Context: an optimization exercise on an open-source flow, tuned for small area, a short achievable clock period and few clock cycles. The choices shown serve that exercise and are no tape-out recipe. In this exercise RTL edits were held to simulation tests only and were not proved equivalent to the original. No activity file was given, so power comes from the tool's default toggle rates.

==> flow/design.v <==
module comparator_9(
	output	[7:0]		out, 
	input					clk, 
	input					ldFilter, 
	input		[1:0]		selFilter, 
	input		[7:0]		in1, 
	input		[7:0]		in2, 
	input		[7:0]		in3, 
	input		[7:0]		in4, 
	input		[7:0]		in5, 
	input		[7:0]		in6, 
	input		[7:0]		in7, 
	input		[7:0]		in8, 
	input		[7:0]		in9
); 
wire	[7:0] max11, max12, max13, max21, max22, max23, max3; 
wire 	[7:0] med11, med12, med13, med21, med22, med23, med3; 
wire	[7:0]	min11, min12, min13, min21, min22, min23, min3; 
wire			en1, en2, en3; 
assign en1 = (ldFilter == 1) && (selFilter == 1); 
assign en2 = (ldFilter == 1) && (selFilter == 2); 
assign en3 = (ldFilter == 1) && (selFilter == 3); 
comparator comp11(.max (max11), .med (med11), .min (min11), .clk (clk), .en (en1), .in_1 (in1), .in_2 (in2), .in_3 (in3)); 
comparator comp12(.max (max12), .med (med12), .min (min12), .clk (clk), .en (en1), .in_1 (in4), .in_2 (in5), .in_3 (in6));
comparator comp13(.max (max13), .med (med13), .min (min13), .clk (clk), .en (en1), .in_1 (in7), .in_2 (in8), .in_3 (in9));
comparator comp21(.max (max21), .med (med21), .min (min21), .clk (clk), .en (en2), .in_1 (max11), .in_2 (max12), .in_3 (max13));
comparator comp22(.max (max22), .med (med22), .min (min22), .clk (clk), .en (en2), .in_1 (med11), .in_2 (med12), .in_3 (med13));
comparator comp23(.max (max23), .med (med23), .min (min23), .clk (clk), .en (en2), .in_1 (min11), .in_2 (min12), .in_3 (min13));
comparator comp3(.max (max3), .med (med3), .min (min3), .clk (clk), .en (en3), .in_1 (min21), .in_2 (med22), .in_3 (max23));
assign out = med3; 
endmodule
module comparator(
	output reg	[7:0]	max, 
	output reg	[7:0]	med, 
	output reg	[7:0]	min,
	input					clk, 
	input					en, 
	input			[7:0]	in_1, 
	input			[7:0]	in_2, 
	input			[7:0]	in_3
);
always@(posedge clk)
begin
	if(en)
	begin
	  if((in_1 >= in_2) && (in_1 >= in_3) && (in_2 >= in_3)) begin max <= in_1; med <= in_2; min <= in_3; end 
	  else if((in_1 >= in_2) && (in_1 >= in_3) && (in_3 >= in_2)) begin max <= in_1; med <= in_3; min <= in_2; end
	  else if((in_2 >= in_1) && (in_2 >= in_3) && (in_1 >= in_3)) begin max <= in_2; med <= in_1; min <= in_3; end
	  else if((in_2 >= in_1) && (in_2 >= in_3) && (in_3 >= in_1)) begin max <= in_2; med <= in_3; min <= in_1; end
	  else if((in_3 >= in_1) && (in_3 >= in_2) && (in_1 >= in_2)) begin max <= in_3; med <= in_1; min <= in_2; end
	  else if((in_3 >= in_1) && (in_3 >= in_2) && (in_2 >= in_1)) begin max <= in_3; med <= in_2; min <= in_1; end
	end
end
endmodule
module CU(
	output reg				ldAddr, 
	output reg	[2:0]		selAddr, 
	output reg				ldImage, 
	output reg	[2:0]		selImage, 
	output reg				ldFilter, 
	output reg 	[1:0]		selFilter, 
	output reg				done,
	input						clk, 
	input						rst
); 
reg	[3:0]	state; 
parameter S0 = 4'b0000, S1 = 4'b0001, S2 = 4'b0010, S3 = 4'b0011, S4 = 4'b0100, 
  S5 = 4'b0101, S6 = 4'b0110, S7 = 4'b0111, S8 = 4'b1000; 
parameter LENGTH = 640, WIDTH = 480; 
always@(posedge clk or negedge rst)
begin 
	if(!rst)	begin 
	  state <= 0;
	  ldAddr <= 0;			selAddr <= 0; 
	  ldImage <= 0;		selImage <= 0; 
	  ldFilter <= 0;		selFilter <= 0;  
	  done <= 0;  
	end
	else
	begin
		  ldAddr <= 0;			selAddr <= 0; 
		  ldImage <= 0;		selImage <= 0; 
		  ldFilter <= 0;		selFilter <= 0;  
		  done <= 0; 
		  case(state)
		  S0: 	begin state <= S1; 	ldAddr <= 1; 	selAddr <= 1; 		end 
		  S1: 	begin state <= S2; 	ldAddr <= 1; 	selAddr <= 2;  ldImage <= 1; 	selImage <= 1; end
		  S2: 	begin state <= S3; 	ldAddr <= 1; 	selAddr <= 3;  ldImage <= 1; 	selImage <= 2; end
		  S3: 	begin state <= S4; 	ldAddr <= 1; 	selAddr <= 4;  ldImage <= 1; 	selImage <= 3; end
		  S4: 	begin state <= S5; 	ldAddr <= 1; 	selAddr <= 5;  ldImage <= 1; 	selImage <= 4; end
		  S5: 	begin state <= S6;   ldImage <= 1; 	selImage <= 5; end		  
		  S6: 	begin state <= S7; 	ldFilter <= 1; 	selFilter <= 1; 	end 
		  S7: 	begin state <= S8; 	ldFilter <= 1; 	selFilter <= 2; 	end
		  S8: 	begin state <= S0; 	ldFilter <= 1; 	selFilter <= 3;   done <= 1; 	end
        default: begin state <= S0; end
        endcase
	end
end
endmodule 
module DU(
	output 		[7:0]		out, 
	output reg	[18:0]	out_address, 
	output reg				out_valid, 
	output		[18:0]	address_a, 
	output		[18:0]	address_b, 
	input			[7:0]		q_a, 
	input			[7:0]		q_b, 
	input 					clk, 
	input						rst, 
	input						ldAddr, 
	input			[2:0]		selAddr, 
	input 					ldImage,  
	input 		[2:0] 	selImage, 
	input 					ldFilter, 
	input 		[1:0]		selFilter, 
	input                done 
); 
reg 	[18:0]	addr_a; 
reg	[18:0]	addr_b; 
reg 	[7:0] 	in1;  
reg 	[7:0] 	in2; 
reg 	[7:0] 	in3;
reg 	[7:0] 	in4;  
reg 	[7:0] 	in5;  
reg 	[7:0] 	in6;  
reg 	[7:0] 	in7;  
reg 	[7:0] 	in8;  
reg 	[7:0] 	in9;
reg [10:0] column;
reg [9:0] row;
reg [1:0] extra_bits;
reg				ldImage_d; 
reg	[2:0]		selImage_d; 
reg				ldFilter_d; 
reg	[1:0]		selFilter_d; 
parameter LENGTH = 480, WIDTH = 640; 
always@(posedge clk or negedge rst)
begin 
  if(!rst) begin 
    ldImage_d <= 0; selImage_d <= 0; 
    ldFilter_d <= 0; selFilter_d <= 0; 
    out_valid <= 0; 
  end 
  else begin 
    ldImage_d <= ldImage; selImage_d <= selImage; 
    ldFilter_d <= ldFilter; selFilter_d <= selFilter; 
    out_valid <= ldFilter_d && (selFilter_d == 3); 
  end 
end
always@(posedge clk or negedge rst)
begin 
  if(!rst) begin 
    column <= 0; row <= 0; 
  end 
  else if(done) begin 
    if(column == LENGTH - 1) 
	   begin column <= 0; row <= (row == WIDTH - 1) ? 10'd0 : row + 1; end 
	 else column <= column + 1; 
  end
end
always@(posedge clk)
begin 
  if(done) out_address <= LENGTH * row + column; 
end
always@(posedge clk or negedge rst) begin
  if(!rst) begin
    addr_a <= 0; addr_b <= 0;
  end
  else if(ldAddr) begin
  if(row > 0 && row < (WIDTH - 1) && column > 0 && column < (LENGTH - 1) ) begin
    case(selAddr)
    1: begin 	{extra_bits, addr_a} <= LENGTH * (row - 1) + column - 1 ; 	
	  			   {extra_bits, addr_b} <= LENGTH * (row - 1) + column; 	
		 end 
    2: begin 	{extra_bits, addr_a} <= LENGTH * (row - 1) + column + 1; 	
				   {extra_bits, addr_b} <= LENGTH * row + column - 1; 			
		 end
    3: begin 	{extra_bits, addr_a} <= LENGTH * row + column; 	
				   {extra_bits, addr_b} <= LENGTH * row + column + 1; 	
		 end
    4: begin 	{extra_bits, addr_a} <= LENGTH * (row + 1) + column - 1; 	
				   {extra_bits, addr_b} <= LENGTH * (row + 1) + column; 	
		 end
    5: begin 	{extra_bits, addr_a} <= LENGTH * (row + 1) + column + 1;
		 end
  endcase
  end
  else if ((row == 0) || (column == 0) || (column == (LENGTH-1)) || (row == (WIDTH-1) )) begin
    if(selAddr != 0)
    begin  {extra_bits, addr_a} <= LENGTH * row + column; 
			  {extra_bits, addr_b} <= LENGTH * row + column;
			  end
  end 
  end  
  end  
assign address_a = addr_a; 
assign address_b = addr_b; 
always@(posedge clk)
begin 
  if(ldImage_d) 
  begin 
    case(selImage_d)
	 1: begin in1 <= q_a; in2 <= q_b; end 
	 2: begin in3 <= q_a; in4 <= q_b; end
	 3: begin in5 <= q_a; in6 <= q_b; end
	 4: begin in7 <= q_a; in8 <= q_b; end
	 5: begin in9 <= q_a; end
    endcase 
  end 
end
comparator_9 comp(	
	.out				(out), 
	.clk				(clk), 
	.ldFilter		(ldFilter_d), 
	.selFilter		(selFilter_d), 
	.in1				(in1), 
	.in2				(in2), 
	.in3				(in3), 
	.in4				(in4), 
	.in5				(in5), 
	.in6				(in6), 
	.in7				(in7), 
	.in8				(in8), 
	.in9				(in9)
);
endmodule 
module medianFilter(
	output	[7:0]		out, 
	output 	[18:0]	out_address, 
	output				out_valid, 
	output	[18:0]	address_a, 
	output	[18:0]	address_b, 
	input		[7:0]		q_a, 
	input		[7:0]		q_b, 
	input					clk, 
	input 				rst
); 
wire 			ldAddr; 
wire			ldImage; 
wire 			ldFilter; 
wire 			done; 
wire	[2:0]	selAddr; 
wire 	[1:0]	selFilter; 
wire 	[2:0]	selImage; 
DU du(
	.out					(out), 
	.out_address		(out_address), 
	.out_valid			(out_valid), 
	.address_a			(address_a), 
	.address_b			(address_b), 
	.q_a					(q_a), 
	.q_b					(q_b), 
	.clk					(clk), 
	.rst					(rst), 
	.ldAddr				(ldAddr), 
	.selAddr				(selAddr), 
	.ldImage				(ldImage), 
	.selImage			(selImage), 
	.ldFilter			(ldFilter), 
	.selFilter			(selFilter), 
	.done             (done)
); 
CU	cu(
	.ldAddr				(ldAddr), 
	.selAddr				(selAddr), 
	.ldImage				(ldImage), 
	.selImage			(selImage), 
	.ldFilter			(ldFilter), 
	.selFilter			(selFilter), 
	.done					(done), 
	.clk					(clk), 
	.rst					(rst)
); 
endmodule 
==> flow/run.sh <==
#!/bin/bash
# synth_recipe.tcl (not shown) runs the flow's synth.tcl, then flattens the netlist and writes it again
# the make line also repeats each setting of config.mk as NAME=value (left out here)
make -C /OpenROAD-flow-scripts/flow DESIGN_CONFIG=/design/flow/config.mk WORK_HOME=/design/flow/orfs CLKGATE_MAP_FILE= SYNTH_SCRIPT=/design/flow/synth_recipe.tcl finish
==> flow/config.mk <==
export PLATFORM = sky130hd
export DESIGN_NAME = medianFilter
export DESIGN_NICKNAME = medianFilter
export VERILOG_FILES = /design/flow/design.v
export SDC_FILE = /design/flow/constraint.sdc
export NUM_CORES = 4
export LEC_CHECK = 0
export CAP_MARGIN = 20
export CORE_MARGIN = 2
export CORE_UTILIZATION = 40
export PLACE_DENSITY = 0.6
export SLEW_MARGIN = 20
==> flow/constraint.sdc <==
create_clock -name core_clock -period 7.0 [get_ports {clk}]
set_input_delay 1.4000 -clock core_clock [delete_from_list [all_inputs] [get_ports {clk}]]
set_output_delay 1.4000 -clock core_clock [all_outputs]
set_load 0.01 [all_outputs]
==> flow_summary.ini <==
[power_and_ir_drop]
powerDensity_nw_per_um2 = 140.7
static-leakage-power_uw = 0.01165
design_power_total_uw = 3799
power.ir.vdd_worst_v = 0.0001263

[logic_synthesis]
netlist_top_cells_area = sky130_fd_sc_hd__edfxtp_1 (24%), sky130_fd_sc_hd__ha_1 (15%), sky130_fd_sc_hd__dfrtp_1 (8.7%), sky130_fd_sc_hd__inv_1 (4.1%), sky130_fd_sc_hd__a21oi_1 (3.8%)
synth_compound_gate_area_share_pct = 21.16
syn-instance-count = 2625
synthMostInstantiatedCell = sky130_fd_sc_hd__ha_1
area_share_of_xor_xnor_cells_in_the_synthesized_design_pct = 4.743
post_synth_instance_area_sq_um = 23980
number_of_synthesized_flops_with_an_enable_pin = 195
yosys.area.top_type = sky130_fd_sc_hd__edfxtp_1
number_of_distinct_standard_cells_referenced_by_the_synthesized_netlist = 91
synthesized_nets = 2981
adder_and_majority_gate_portion_of_the_synthesized_area_pct = 19.15
synth.area.mux_share_pct = 1.539
synth-main-ff-cell = sky130_fd_sc_hd__edfxtp_1
yosys_register_bits = 278
ys_async_sr_fraction_pct = 29.86
post_synth.cell_area_avg_sq_um = 9.135
synth_sequential_area_ratio_pct = 33.08
synth_warnings = 3
largest_family_of_logic_cells_by_synthesized_area = compound AO/OA/AOI/OAI gates
yosys.area.top_type_share_pct = 24.42
netlist_top_cells_count = sky130_fd_sc_hd__ha_1 (295), sky130_fd_sc_hd__inv_1 (264), sky130_fd_sc_hd__nor2_1 (208), sky130_fd_sc_hd__edfxtp_1 (195), sky130_fd_sc_hd__a21oi_1 (184)
post_synth_and_or_nand_nor_area_fraction_pct = 15.01

[setup_path]
crit-reg2reg-launch = du.row[1]
crit_path_end_kind = flip-flop
setup_slack_of_the_worst_register_to_register_path_ps = 450
worstPathRequired_ps = 7460
crit_path_class = reg2reg
start_kind = flip-flop
critical_path_peak_fanout = 7
arrival_ps = 7000
reg2regPathDepth = 22
r2r-end = du.addr_a[18]

[die]
die_area_sq_um = 61920
floorplan.initialDensity_pct = 40.55
die_width_microns = 248.8
row_count = 89
boundaryPins = 84
die-height_microns = 248.8
coreArea_sq_um = 59130

[cells_and_area]
area.growth.synth_to_final_pct = 12.57
antenna-diode-count = 0
drive_gt1_share_pct = 5.313
final_net_count = 3058

[place]
io_buffer_count = 83
globalplace.congestion = 0.9083
hpwlAfterDp_microns = 55550

[routing]
detail_route.first_pass.iterations = 6
drt_iter0_markers = 1769
via_count = 20460
ant_nets = 0
routed_via_density = 5.841
wl_microns = 71550
residual_drc_count = 0
routedWlPerCell_microns = 20.43

[cts]
tritoncts = yes
tritoncts.num_buffers = 35
cts.root.buffer_cell = sky130_fd_sc_hd__clkbuf_16
clk_pin_slew_ps = 70
postCtsSetupBuffers = 0
cts-htree-levels = 2
clk_path_buf_depth = 3
clock_insertion_delay_worst_skew_ps = 580
clock-sinks = 278

[timing]
setup_viol_count_final = 0
slew-limit-headroom_pct = 25.59
timing_max_transition_violations_final = 0
max_freq_mhz = 152.8
post-route-min-period_ps = 6545
worst_pin_slew_ps = 1109
final-hold-violation-count = 0
fin_setup_tns_ps = 0
clock-skew-final_ps = 30.59
grt_setup_unrepaired = false
period_share_pct = 93.51

[global_routing]
grt_first_pass_wirelength_microns = 113100
global_route.overflow_total = 0
grt_use_total_pct = 22.87
grt_start_max_net_pins = 50
grt_pass1_vias = 19850
antenna_found_initial = 1

[worst_hold_path]
worst_hold_path.endpoint = du.selFilter_d[1]
min-delay-path-class = reg2reg
min_path_cells = 0
hold_path.startpoint = cu.selFilter[1]

[run_status]
run_status = timing/DRC/antenna clean

[run]
cap_viol_max_count = 0
[cells in the final DEF (no fill, tap or decap), types with 9 or more instances in the layout]
| master | instances |
|---|---|
| sky130_fd_sc_hd__edfxtp_1 | 195 |
| sky130_fd_sc_hd__o21bai_1 | 10 |
| sky130_fd_sc_hd__inv_1 | 264 |
| sky130_fd_sc_hd__nor2b_1 | 50 |
| sky130_fd_sc_hd__clkbuf_16 | 35 |
| sky130_fd_sc_hd__clkdlybuf4s50_1 | 82 |
| sky130_fd_sc_hd__o31ai_1 | 19 |
| sky130_fd_sc_hd__o211ai_1 | 20 |
| sky130_fd_sc_hd__o22ai_1 | 57 |
| sky130_fd_sc_hd__nor3_1 | 56 |
| sky130_fd_sc_hd__a211oi_1 | 23 |
| sky130_fd_sc_hd__and4_1 | 9 |
| sky130_fd_sc_hd__o21ai_0 | 177 |
| sky130_fd_sc_hd__o21ai_1 | 9 |
| sky130_fd_sc_hd__o22a_1 | 10 |
| sky130_fd_sc_hd__and3_1 | 16 |
| sky130_fd_sc_hd__xor2_1 | 43 |
| sky130_fd_sc_hd__a21o_1 | 57 |
| sky130_fd_sc_hd__nor2_1 | 205 |
| sky130_fd_sc_hd__mux2i_1 | 29 |
| sky130_fd_sc_hd__dfrtp_1 | 83 |
| sky130_fd_sc_hd__ha_1 | 295 |
| sky130_fd_sc_hd__a221o_1 | 24 |
| sky130_fd_sc_hd__nand2_1 | 157 |
| sky130_fd_sc_hd__nand3_1 | 45 |
| sky130_fd_sc_hd__nand4_1 | 47 |
| sky130_fd_sc_hd__a21oi_1 | 184 |
| sky130_fd_sc_hd__a222oi_1 | 9 |
| sky130_fd_sc_hd__buf_4 | 31 |
| sky130_fd_sc_hd__or2_2 | 19 |
| sky130_fd_sc_hd__fa_1 | 43 |
| sky130_fd_sc_hd__a31oi_1 | 24 |
| sky130_fd_sc_hd__xnor2_1 | 82 |
| sky130_fd_sc_hd__and2_1 | 20 |
| sky130_fd_sc_hd__nand2b_1 | 41 |
| sky130_fd_sc_hd__o21a_1 | 44 |
| sky130_fd_sc_hd__nor3b_1 | 16 |
[worst max-delay path, cell delays in order (launching register included)]
cell	delay, ps
sky130_fd_sc_hd__dfrtp_1	500
sky130_fd_sc_hd__inv_1	210
sky130_fd_sc_hd__ha_1	310
sky130_fd_sc_hd__xnor2_1	370
sky130_fd_sc_hd__inv_1	130
sky130_fd_sc_hd__ha_1	350
sky130_fd_sc_hd__xor2_1	190
sky130_fd_sc_hd__fa_1	550
sky130_fd_sc_hd__inv_1	50
sky130_fd_sc_hd__ha_1	360
sky130_fd_sc_hd__o21a_1	250
sky130_fd_sc_hd__a21oi_1	110
sky130_fd_sc_hd__ha_1	250
sky130_fd_sc_hd__or2_2	330
sky130_fd_sc_hd__o22ai_2	220
sky130_fd_sc_hd__xnor2_1	170
sky130_fd_sc_hd__mux2_2	320
sky130_fd_sc_hd__or4_1	650
sky130_fd_sc_hd__nor3_1	370
sky130_fd_sc_hd__nand4_1	200
sky130_fd_sc_hd__o211a_1	250
sky130_fd_sc_hd__a311oi_1	200
sky130_fd_sc_hd__a21oi_1	100
[where the power goes]
part           switching, uW  leakage [uW]  total [uW]  internal, uW
clock network            770      0.000591        1900          1130
registers               8.57       0.00283        1770          1760
logic                   80.9       0.00823         124          43.0
[how the worst max path moves through the flow]
stage	from	to	slack (ps)	cells after the start
after floorplan	du.row[0]	du.addr_a[18]	790	25
after global placement	du.row[2]	du.addr_a[18]	530	22
after detailed placement	du.row[2]	du.addr_a[18]	390	22
after CTS	du.row[2]	du.addr_a[18]	390	22
after global routing	du.row[1]	du.addr_a[18]	100	23
final	du.row[1]	du.addr_a[18]	450	22
[flip-flops by register name, summed over array words and instances, names as in the netlist, 10 cells and up]
name and flops:
du.out_address 19, du.addr_b 19, du.addr_a 19, du.column 11
du.row 10
[through the flow]
step                instances  setup slack, ps  instance area (sq um)  util [%]  hold slack [ps]
floorplan                2625            792.6                  23980         -            331.2
global placement         3436            534.0                  25740     43.53            331.7
detailed placement       3438            389.1                  25760     43.57            337.0
CTS                      3502            388.4                  26970     45.60            350.5
global route             3502            101.3                  26990     45.65            354.5
finish                   3502            454.6                  26990     45.65            347.7
[cell families (layout without fill, tap and decap cells)]
| kind of cell | after synthesis | in the layout |
|---|---|---|
| AO/OA/AOI/OAI | 776 | 776 |
| AND/OR/NAND/NOR | 725 | 725 |
| adder cells (fa/ha/maj) | 342 | 342 |
| buffers and inverters | 339 | 443 |
| flip-flops | 278 | 278 |
| XOR/XNOR | 129 | 129 |
| multiplexers | 36 | 36 |
[final cells by class]
cell class	instances	area (sq um)
fill	5547	32140
multi-input combinational	2008	14820
sequential	278	7933
timing repair buffer	115	1076
inverter	264	991.0
tap	773	967.2
clock buffer	40	904.6
clock inverter	24	300.3
[timing repair]
item / CTS / global route
setup endpoints to repair: 0 / 4
hold buffers: 0 / 0
endpoints found under the hold margin: 0 / 0
resized for setup: 0 / 3
[per-layer routing]
metal | routed length [microns] | part of all wire (%) | GRT usage, % | vias up
li1 | - | - | - | 9786
met4 | 1357 | 1.9 | 5.126 | 2
met5 | 8 | 0.011 | 0 | -
met3 | 4388 | 6.1 | 3.417 | 101
met1 | 33080 | 46 | 32.25 | 9923
met2 | 32720 | 46 | 37.02 | 643
Testbench counts, summed over its fixed seeds: cycles 11,059,212.

==> afterwards: timing with drivers on the ports <==
No port has a modelled driver above. Below, the same layout with a new extraction and two added sets of constraints.
Step 1 (the two cells are an assumption about what drives the block):
set clk [get_ports {clk}]
set_driving_cell -lib_cell sky130_fd_sc_hd__clkbuf_16 $clk
set_driving_cell -lib_cell sky130_fd_sc_hd__buf_2 [delete_from_list [all_inputs] $clk]
Step 2 adds t to the input delays and takes it off the output delays; t is the mean of the earliest and latest rising clock arrival at the registers after step 1. Input paths then give back, and output paths get back, about the clock's delay inside the block.
a / b / c = ideal ports / drivers / drivers and shift; a / b = the first two.
t (ns): 0.625
slack for setup (ns): 0.455 / 0.455 / 0.455
worst hold slack (ns): 0.348 / 0.348 / 0.348
After both steps this run still meets setup and hold. The setup slack of this run moves by 0.000 ns with the drivers and by 0.000 ns with both steps.
